This is an optimization exercise on Yosys and OpenROAD, whose aim is small area, not a production implementation.
In this exercise RTL edits were held to simulation tests only and were not proved equivalent to the original.
Power is estimated from default activity; no workload was simulated.

Design fb_read_control, start of the top module:
module fb_read_control #
(
    parameter int BURST_SIZE = 48,
    parameter int PIXEL_SIZE = 24,
    parameter int MEMORY_WIDTH = 128,
    parameter int VOUT_WIDTH = 1280,
    parameter int VOUT_HEIGHT = 720,
    parameter int VOUT_H_FRONT_PORCH = 110,
    parameter int VOUT_H_SYNC_WIDTH = 40,
    parameter int VOUT_H_BACK_PORCH = 220,
    parameter int VOUT_V_FRONT_PORCH = 5,
    parameter int VOUT_V_SYNC_WIDTH = 5,
    parameter int VOUT_V_BACK_PORCH = 20,
    parameter BACKGROUND_TYPE = "GRADIENT"
)
(
    input  logic                    rstn_i,
    input  logic                    vout_clk_i,
    output logic                    vout_hsync_o,
    output logic                    vout_vsync_o,
    output logic                    vout_de_o,
    output logic [7:0]              vout_r_o,
    output logic [7:0]              vout_g_o,
    output logic [7:0]              vout_b_o,
    output logic [10:0]             vout_h_count_o,
    output logic [9:0]              vout_v_count_o,
    input  logic [9:0]              vin_width_i,
    input  logic [8:0]              vin_height_i,
    input  logic [10:0]             vout_width_i,
    input  logic [9:0]              vout_height_i,
    input  logic [PIXEL_SIZE-1:0]   vout_bg_color_i,
    output logic                    vout_buf_data_req_o,
    output logic [8:0]              vout_buf_rd_line_o,
    output logic [9:0]              vout_buf_rd_pixel_o,
    output logic [9:0]              vout_buf_rd_word_o,
    input  logic                    vout_buf_rd_complete_i,
    output logic                    vout_frame_update_o,
    output logic                    vout_buf_rd_en_o,
    input  logic [23:0]             vout_buf_rd_data_i
);
logic [10:0] h;
logic [9:0]  v;
assign vout_h_count_o = h;
assign vout_v_count_o = v;
wire h_last = (h == 11'd1649);
wire v_last = (v == 10'd749);
wire h_zero = (h == 11'd0);
logic [10:0] h_inc;
logic [9:0]  v_inc;
logic        h_co, v_co;
fbr_add #(11) u_h_inc (.a(h), .b(11'd0), .ci(1'b1), .s(h_inc), .co(h_co));
fbr_add #(10) u_v_inc (.a(v), .b(10'd0), .ci(1'b1), .s(v_inc), .co(v_co));
always_ff @(posedge vout_clk_i or negedge rstn_i) begin
    if (!rstn_i) begin
  ...
Size in the first run: about 660 cells after synthesis, roughly 110 flip-flops, roughly 170 I/O pins.
Settings: LEC_CHECK=0, CAP_MARGIN=20, CORE_MARGIN=2, CORE_UTILIZATION=40, SLEW_MARGIN=20; clock period 8.0 ns.
standard.sh (not shown) runs the stock make flow with config.mk's settings and CLKGATE_MAP_FILE= SYNTH_SCRIPT=/design/flow/synth_recipe.tcl, a recipe that flattens the netlist after the stock synthesis.
==> flow/flow/run.sh <==
#!/bin/bash
# Standard ORFS layout with two changes: port buffers use the smallest buffer cell, and clock tree
# synthesis uses small clock buffers and inserts no dummy loads. Each tool's output goes to its
# own log here and under orfs/logs.
set -euo pipefail
export BUFFER_PORTS_ARGS="-buffer_cell sky130_fd_sc_hd__buf_1"
export CTS_ARGS="-sink_clustering_enable -repair_clock_nets -dont_use_dummy_load -buf_list {sky130_fd_sc_hd__clkbuf_4 sky130_fd_sc_hd__clkbuf_8}"
bash standard.sh > standard_flow.log 2>&1
The starting point produced a clean layout.
Next try:
==> flow/flow/run.sh (replaced) <==
#!/bin/bash
# Standard ORFS layout with two changes: port buffers use the smallest buffer cell, and clock tree
# synthesis inserts no dummy loads. Each tool's output goes to its own log here and under orfs/logs.
set -euo pipefail
export BUFFER_PORTS_ARGS="-buffer_cell sky130_fd_sc_hd__buf_1"
export CTS_ARGS="-sink_clustering_enable -repair_clock_nets -dont_use_dummy_load"
bash standard.sh > standard_flow.log 2>&1
Effect:
- The new run completed without violations
- routed wire length climbs slightly
- core utilization went up by 0.58 points
- fmax falls slightly
- cell area went up slightly
Next try:
==> flow/run.sh (new file) <==
#!/bin/bash
# synth_recipe.tcl (not shown) runs the flow's synth.tcl, then flattens the netlist and writes it again
# the make line also repeats each setting of config.mk as NAME=value (left out here)
make -C /OpenROAD-flow-scripts/flow DESIGN_CONFIG=/design/flow/config.mk WORK_HOME=/design/flow/orfs CLKGATE_MAP_FILE= SYNTH_SCRIPT=/design/flow/synth_recipe.tcl finish
removed: flow/flow/run.sh
removed: flow/standard.sh
Effect: Total power went up by 12%. First-iteration DRC count went down by 4.0%. Clock power went up by 21%. Count of clock-buffer cells in the layout went up by 2. Sequential power stays flat.

---

The RTL this note starts from:
==> flow/design.v <==
module fbr_add #(parameter int W = 8)
(
    input  logic [W-1:0] a,
    input  logic [W-1:0] b,
    input  logic         ci,
    output logic [W-1:0] s,
    output logic         co
);
    logic [W:0] c;
    assign c[0] = ci;
    genvar i;
    generate
        for (i = 0; i < W; i = i + 1) begin : g_bit
            assign {c[i+1], s[i]} = a[i] + b[i] + c[i];
        end
    endgenerate
    assign co = c[W];
endmodule
module fb_read_control #
(
    parameter int BURST_SIZE = 48,
    parameter int PIXEL_SIZE = 24,
    parameter int MEMORY_WIDTH = 128,
    parameter int VOUT_WIDTH = 1280,
    parameter int VOUT_HEIGHT = 720,
    parameter int VOUT_H_FRONT_PORCH = 110,
    parameter int VOUT_H_SYNC_WIDTH = 40,
    parameter int VOUT_H_BACK_PORCH = 220,
    parameter int VOUT_V_FRONT_PORCH = 5,
    parameter int VOUT_V_SYNC_WIDTH = 5,
    parameter int VOUT_V_BACK_PORCH = 20,
    parameter BACKGROUND_TYPE = "GRADIENT"
)
(
    input  logic                    rstn_i,
    input  logic                    vout_clk_i,
    output logic                    vout_hsync_o,
    output logic                    vout_vsync_o,
    output logic                    vout_de_o,
    output logic [7:0]              vout_r_o,
    output logic [7:0]              vout_g_o,
    output logic [7:0]              vout_b_o,
    output logic [10:0]             vout_h_count_o,
    output logic [9:0]              vout_v_count_o,
    input  logic [9:0]              vin_width_i,
    input  logic [8:0]              vin_height_i,
    input  logic [10:0]             vout_width_i,
    input  logic [9:0]              vout_height_i,
    input  logic [PIXEL_SIZE-1:0]   vout_bg_color_i,
    output logic                    vout_buf_data_req_o,
    output logic [8:0]              vout_buf_rd_line_o,
    output logic [9:0]              vout_buf_rd_pixel_o,
    output logic [9:0]              vout_buf_rd_word_o,
    input  logic                    vout_buf_rd_complete_i,
    output logic                    vout_frame_update_o,
    output logic                    vout_buf_rd_en_o,
    input  logic [23:0]             vout_buf_rd_data_i
);
logic [10:0] h;
logic [9:0]  v;
assign vout_h_count_o = h;
assign vout_v_count_o = v;
wire h_last = (h == 11'd1649);
wire v_last = (v == 10'd749);
wire h_zero = (h == 11'd0);
logic bg_valid;
assign vout_frame_update_o = h_zero & (v == 10'd0) & bg_valid;
logic [10:0] h_inc;
logic [9:0]  v_inc;
logic        h_co, v_co;
fbr_add #(11) u_h_inc (.a(h), .b(11'd0), .ci(1'b1), .s(h_inc), .co(h_co));
fbr_add #(10) u_v_inc (.a(v), .b(10'd0), .ci(1'b1), .s(v_inc), .co(v_co));
always_ff @(posedge vout_clk_i or negedge rstn_i) begin
    if (!rstn_i) begin
        h <= 0;
        v <= 0;
    end else begin
        if (h_last) begin
            h <= 0;
            v <= v_last ? 10'd0 : v_inc;
        end else begin
            h <= h_inc;
        end
    end
end
assign vout_hsync_o = (h >= 11'd111) && (h <= 11'd150);
assign vout_vsync_o = ((v == 10'd5) && (h >= 11'd111)) || ((v >= 10'd6) && (v <= 10'd9)) ||
                      ((v == 10'd10) && (h <= 11'd110));
assign vout_de_o = ((h >= 11'd371) && (v >= 10'd30)) || (h_zero && ((v >= 10'd31) || vout_frame_update_o));
logic in_v;
logic active;
logic [9:0]  pv;
logic [10:0] ph;
logic        pv_co, ph_co;
fbr_add #(10) u_pv (.a(v), .b(10'd634),  .ci(1'b0), .s(pv), .co(pv_co));    
fbr_add #(11) u_ph (.a(h), .b(11'd1039), .ci(1'b0), .s(ph), .co(ph_co));    
wire [9:0]  mv = pv[9]  ? {~pv[8:0], ~vout_height_i[0]} : {pv[8:0], 1'b1};
wire [10:0] mh = ph[10] ? {~ph[9:0], ~vout_width_i[0]}  : {ph[9:0], 1'b1};
logic mv_lt, mh_lt;
logic [9:0]  mv_d;
logic [10:0] mh_d;
fbr_add #(10) u_mv (.a(mv), .b(~vout_height_i), .ci(1'b1), .s(mv_d), .co(mv_lt));   
fbr_add #(11) u_mh (.a(mh), .b(~vout_width_i),  .ci(1'b1), .s(mh_d), .co(mh_lt));   
assign in_v = ~mv_lt;
wire   h_in = ~mh_lt;
logic [10:0] xcnt;
logic [9:0]  cx;
logic [9:0]  ycnt;
logic [8:0]  cy;
logic        first_line;
logic        prev_active;
logic        rd_pending;
logic [10:0] acc, addend, modulus;
assign acc     = xcnt | ({1'b0, ycnt} & {11{~active}});
assign addend  = active ? {1'b0, vin_width_i} : {2'b00, vin_height_i};
assign modulus = active ? vout_width_i : {1'b0, vout_height_i};
logic [10:0] bsum, bdif, bnext;
logic        binc, bs_co;
fbr_add #(11) u_bsum (.a(acc), .b(addend), .ci(1'b0), .s(bsum), .co(bs_co));
fbr_add #(11) u_bdif (.a(bsum), .b(~modulus), .ci(1'b1), .s(bdif), .co(binc));
assign bnext = binc ? bdif : bsum;
wire xinc = binc;
wire yinc = binc;
logic [9:0] cx_inc;
logic [8:0] cy_inc;
logic       cx_co, cy_co;
fbr_add #(10) u_cx_inc (.a(cx), .b(10'd0), .ci(1'b1), .s(cx_inc), .co(cx_co));
fbr_add #(9)  u_cy_inc (.a(cy), .b(9'd0), .ci(1'b1), .s(cy_inc), .co(cy_co));
always_ff @(posedge vout_clk_i or negedge rstn_i) begin
    if (!rstn_i) begin
        active <= 0;
        prev_active <= 0;
    end else begin
        prev_active <= active;
        active <= in_v & h_in;
    end
end
always_ff @(posedge vout_clk_i) begin
    rd_pending <= !active || xinc;
    first_line <= !in_v;
    if (active) begin
        xcnt <= bnext;
        if (xinc) cx <= cx_inc;
    end else begin
        xcnt <= 0;
        if (in_v) cx <= 0;
    end
    if (in_v) begin
        if (h_zero && !first_line) begin
            ycnt <= bnext[9:0];
            if (yinc) cy <= cy_inc;
        end
    end else begin
        ycnt <= 0;
        cy <= 0;
    end
end
assign vout_buf_rd_en_o = active && rd_pending;
logic       rd_busy;
logic [5:0] m;
logic [5:0] m3, m_next;
logic       m3_co, mn_co;
assign vout_buf_rd_pixel_o = {m, 4'b0000};
fbr_add #(6) u_m3   (.a({1'b0, m[5:1]}), .b(m), .ci(1'b0), .s(m3), .co(m3_co));
assign vout_buf_rd_word_o  = {2'b00, m3_co, m3, m[0]};
fbr_add #(6) u_mnext (.a(m), .b(6'd3), .ci(1'b0), .s(m_next), .co(mn_co));
logic more;
logic [6:0] more_s;
fbr_add #(7) u_more (.a({1'b0, vin_width_i[9:4]}), .b(~{mn_co, m_next}), .ci(|vin_width_i[3:0]), .s(more_s), .co(more));
wire at_burst_end = (cx[3:0] == 4'hF) && !cx_co && (cx_inc[9:4] == m);
always_ff @(posedge vout_clk_i or negedge rstn_i) begin
    if (!rstn_i) begin
        rd_busy <= 0;
        m <= 0;
        vout_buf_rd_line_o <= 0;
        vout_buf_data_req_o <= 0;
    end else begin
        vout_buf_data_req_o <= 0;
        if (!rd_busy) begin
            if (in_v) begin
                if (h == 11'd110) begin
                    vout_buf_rd_line_o <= cy;
                    m <= 0;
                    vout_buf_data_req_o <= 1;
                    rd_busy <= 1;
                end else if ((h >= 11'd110) && (m == 0)) begin
                    vout_buf_rd_line_o <= cy;
                    m <= 6'd3;
                    vout_buf_data_req_o <= 1;
                    rd_busy <= 1;
                end else if (at_burst_end && more) begin
                    vout_buf_rd_line_o <= cy;
                    m <= m_next;
                    vout_buf_data_req_o <= 1;
                    rd_busy <= 1;
                end
            end
        end else if (vout_buf_rd_complete_i) begin
            rd_busy <= 0;
        end
    end
end
logic [23:0] bg;
logic [23:0] bg_next;
logic [7:0]  hv;
logic        hv_co;
logic [2:0]  bg_co;
fbr_add #(8) u_hv (.a(h[7:0]), .b(v[7:0]), .ci(1'b0), .s(hv), .co(hv_co));
fbr_add #(8) u_bg0 (.a(vout_bg_color_i[7:0]),   .b(hv), .ci(1'b0), .s(bg_next[7:0]),   .co(bg_co[0]));
fbr_add #(8) u_bg1 (.a(vout_bg_color_i[15:8]),  .b(hv), .ci(1'b0), .s(bg_next[15:8]),  .co(bg_co[1]));
fbr_add #(8) u_bg2 (.a(vout_bg_color_i[23:16]), .b(hv), .ci(1'b0), .s(bg_next[23:16]), .co(bg_co[2]));
wire  show_bg = bg_valid & ~prev_active;
assign {vout_r_o, vout_g_o, vout_b_o} = ({24{prev_active}} & vout_buf_rd_data_i) | ({24{show_bg}} & bg);
always_ff @(posedge vout_clk_i or negedge rstn_i) begin
    if (!rstn_i) begin
        bg_valid <= 0;
    end else begin
        bg_valid <= 1;
    end
end
always_ff @(posedge vout_clk_i) begin
    bg <= bg_next;
end
endmodule
clock: 8.0 ns
lec_check: 0
cap_margin: 20
core_margin: 2
core_utilization: 40
slew_margin: 20
==> flow/flow/run.sh <==
#!/bin/bash
# Layout flow: the standard ORFS flow (standard.sh) with these changes:
#  - port buffers use the smallest buffer cell (buf_1);
#  - clock tree synthesis uses clkbuf_4/clkbuf_8 and inserts no dummy loads;
#  - after the standard synthesis, the combinational logic is optimised further; registers are
#    untouched. flow/polarity.py removes inverters around full-adder cells, then ABC maps the
#    logic between registers and full adders again with an area-oriented script
#    (flow/abc_resynth.script), once with the half-adder cells kept and once with them opened up;
#    the smaller netlist is used. Each netlist is proven equal to the synthesized one (flip-flops
#    cut into ports, SAT miter); a netlist that is not proven equal is not used.
# Each tool writes its full output to its own log file in this folder.
set -uo pipefail
export BUFFER_PORTS_ARGS="-buffer_cell sky130_fd_sc_hd__buf_1"
export CTS_ARGS="-repair_clock_nets -dont_use_dummy_load -buf_list {sky130_fd_sc_hd__clkbuf_4 sky130_fd_sc_hd__clkbuf_8}"
R=orfs/results/${FLOW_PLATFORM:-sky130hd}/fb_read_control/base
LIB=$FLOW_HOME/platforms/sky130hd/lib/sky130_fd_sc_hd__tt_025C_1v80.lib
PERIOD_PS=$(awk "BEGIN{print int(${FLOW_PERIOD_NS:-8} * 1000)}")

bash standard.sh synth > synth.log 2>&1 || exit 1
cp "$R/1_2_yosys.v" synth_netlist.v
python3 flow/cutff.py synth_netlist.v eq_gold.v > cutff.log 2>&1 || exit 1

# prove NETLIST equal to the synthesized one; log to equiv_TAG.log
prove() {
  python3 flow/cutff.py "$1" "eq_$2.v" >> cutff.log 2>&1 || return 1
  yosys -p "read_liberty -overwrite -ignore_miss_func $LIB; read_verilog eq_gold.v; rename fb_read_control gold; read_verilog eq_$2.v; rename fb_read_control gate; hierarchy -check; flatten; miter -equiv -flatten -make_outputs gold gate miter; hierarchy -top miter; sat -verify -prove trigger 0 miter" > "equiv_$2.log" 2>&1
}
# cell area of a netlist
area() {
  yosys -p "read_liberty -lib $LIB; read_verilog $1; stat -liberty $LIB" > "area_$2.log" 2>&1
  awk '/Chip area for module/ {print $NF}' "area_$2.log" | tail -1
}

use=synth_netlist.v
best=$(area synth_netlist.v synth)
start=synth_netlist.v
if python3 flow/polarity.py synth_netlist.v polarity_netlist.v > polarity.log 2>&1 && prove polarity_netlist.v polarity; then
  start=polarity_netlist.v
  a=$(area polarity_netlist.v polarity)
  if awk "BEGIN{exit !($a < $best)}"; then use=polarity_netlist.v; best=$a; fi
fi
# resynthesis keeping these cells: flip-flops, tie cells, full adders (and half adders in "ha")
for tag in noha ha; do
  pat='__(df|edf|conb|fa_)'
  [[ $tag == ha ]] && pat='__(df|edf|conb|fa_|ha_)'
  KEEP=$(grep -o "sky130_fd_sc_hd__[a-z0-9_]*" $start | sort -u | grep -E "$pat" | tr '\n' ' ')
  out=resynth_$tag.v
  if yosys -p "read_liberty -overwrite -ignore_miss_func $LIB; read_verilog $start; blackbox $KEEP; hierarchy -top fb_read_control; flatten; opt_clean; abc -script flow/abc_resynth.script -liberty $LIB $(cat flow/dont_use.txt) -constr flow/abc.constr -D $PERIOD_PS; opt_clean -purge; write_verilog -noattr -noexpr $out" > "resynth_$tag.log" 2>&1 && prove $out $tag; then
    a=$(area $out $tag)
    if awk "BEGIN{exit !($a < $best)}"; then use=$out; best=$a; fi
  fi
done
echo "using $use, cell area $best" > netlist_choice.log
if [[ $use != synth_netlist.v ]]; then
  cp $use "$R/1_2_yosys.v"
  rm -f "$R/1_synth.odb" "$R/1_synth.sdc"
fi

bash standard.sh > standard_flow.log 2>&1
Other scripts of this flow, unchanged in this note and not shown: flow/flow/abc.constr, flow/flow/abc_resynth.script, flow/flow/cutff.py, flow/flow/dont_use.txt, flow/flow/polarity.py
Change:
--- a/flow/flow/run.sh
+++ b/flow/flow/run.sh
@@ -6,5 +6,5 @@
 #    untouched. flow/polarity.py removes inverters around full-adder cells, then ABC maps the
-#    logic between registers and full adders again with an area-oriented script
-#    (flow/abc_resynth.script), once with the half-adder cells kept and once with them opened up;
-#    the smaller netlist is used. Each netlist is proven equal to the synthesized one (flip-flops
+#    logic between registers and full adders again with three area-oriented scripts
+#    (flow/abc_resynth*.script; two use ABC's SAT-based &deepsyn for 60 s); the smallest
+#    netlist is used. Each netlist is proven equal to the synthesized one (flip-flops
 #    cut into ports, SAT miter); a netlist that is not proven equal is not used.
@@ -13,3 +13,3 @@
 export BUFFER_PORTS_ARGS="-buffer_cell sky130_fd_sc_hd__buf_1"
-export CTS_ARGS="-repair_clock_nets -dont_use_dummy_load -buf_list {sky130_fd_sc_hd__clkbuf_4 sky130_fd_sc_hd__clkbuf_8}"
+export CTS_ARGS="-sink_clustering_enable -repair_clock_nets -dont_use_dummy_load -buf_list {sky130_fd_sc_hd__clkbuf_4 sky130_fd_sc_hd__clkbuf_8}"
 R=orfs/results/${FLOW_PLATFORM:-sky130hd}/fb_read_control/base
@@ -41,9 +41,7 @@
 fi
-# resynthesis keeping these cells: flip-flops, tie cells, full adders (and half adders in "ha")
-for tag in noha ha; do
-  pat='__(df|edf|conb|fa_)'
-  [[ $tag == ha ]] && pat='__(df|edf|conb|fa_|ha_)'
-  KEEP=$(grep -o "sky130_fd_sc_hd__[a-z0-9_]*" $start | sort -u | grep -E "$pat" | tr '\n' ' ')
-  out=resynth_$tag.v
-  if yosys -p "read_liberty -overwrite -ignore_miss_func $LIB; read_verilog $start; blackbox $KEEP; hierarchy -top fb_read_control; flatten; opt_clean; abc -script flow/abc_resynth.script -liberty $LIB $(cat flow/dont_use.txt) -constr flow/abc.constr -D $PERIOD_PS; opt_clean -purge; write_verilog -noattr -noexpr $out" > "resynth_$tag.log" 2>&1 && prove $out $tag; then
+# resynthesis keeping flip-flops, tie cells and full adders, with three ABC scripts
+KEEP=$(grep -o "sky130_fd_sc_hd__[a-z0-9_]*" $start | sort -u | grep -E '__(df|edf|conb|fa_)' | tr '\n' ' ')
+for tag in resynth resynth_deep resynth_deep_amap; do
+  out=$tag.v
+  if yosys -p "read_liberty -overwrite -ignore_miss_func $LIB; read_verilog $start; blackbox $KEEP; hierarchy -top fb_read_control; flatten; opt_clean; abc -script flow/abc_$tag.script -liberty $LIB $(cat flow/dont_use.txt) -constr flow/abc.constr -D $PERIOD_PS; opt_clean -purge; write_verilog -noattr -noexpr $out" > "$tag.log" 2>&1 && prove $out $tag; then
     a=$(area $out $tag)
==> flow/flow/abc_resynth_deep.script (new file) <==
&get -n
&st
&deepsyn -T 60
&dch -f
&nf -a -R 1000
&put
topo
stime -c
dnsize -c
==> flow/flow/abc_resynth_deep_amap.script (new file) <==
&get -n
&st
&deepsyn -T 60
&dch -f
&nf -a -R 1000
&put
strash
dch -f
amap
topo
stime -c
dnsize -c
--- a/flow/config.mk
+++ b/flow/config.mk
@@ -9,3 +9,3 @@
 export CORE_MARGIN = 2
-export CORE_UTILIZATION = 40
+export CORE_UTILIZATION = 65
 export SLEW_MARGIN = 20
Routed wire length is lower by 5.7%.
First-iteration DRC count went up by 37%.
Final cell count drops by 5.6%.

## what the ideal ports hide
The flow's constraints put no driver on any port. The routed layouts listed below were extracted and timed again, unchanged, in two steps.
Step 1 assumes that a clkbuf_16 drives the clock port and a buf_2 every other input.
Step 2 moves the port delays by t, midway between the first and last clock arrival at a register: inputs arrive t later, outputs are due t later. That takes back most of the time a late clock gives input paths.
Three values: ideal, step 1, step 2; two values: the first two.
run	shift t [ns]	setup WS [ns]	slew at the worst register clock pin (ns)
the first run of note 1	0.406	0.474 / 0.487 / 0.080	0.11 / 0.11
the second run of note 1	0.385	0.435 / 0.454 / 0.069	0.07 / 0.07
the third run of note 1	0.391	0.307 / 0.324 / -0.067	0.08 / 0.08
the first run of note 2	0.414	0.326 / 0.338 / -0.076	0.11 / 0.11
the second run of note 2	0.401	0.332 / 0.344 / -0.058	0.11 / 0.11
Met with ideal ports but missed after step 2: setup timing in the third run of note 1, the first run of note 2 and the second run of note 2. The setup slack of the first run of note 2, which loses most, moves by +0.012 ns with the drivers and by -0.402 ns with both steps.
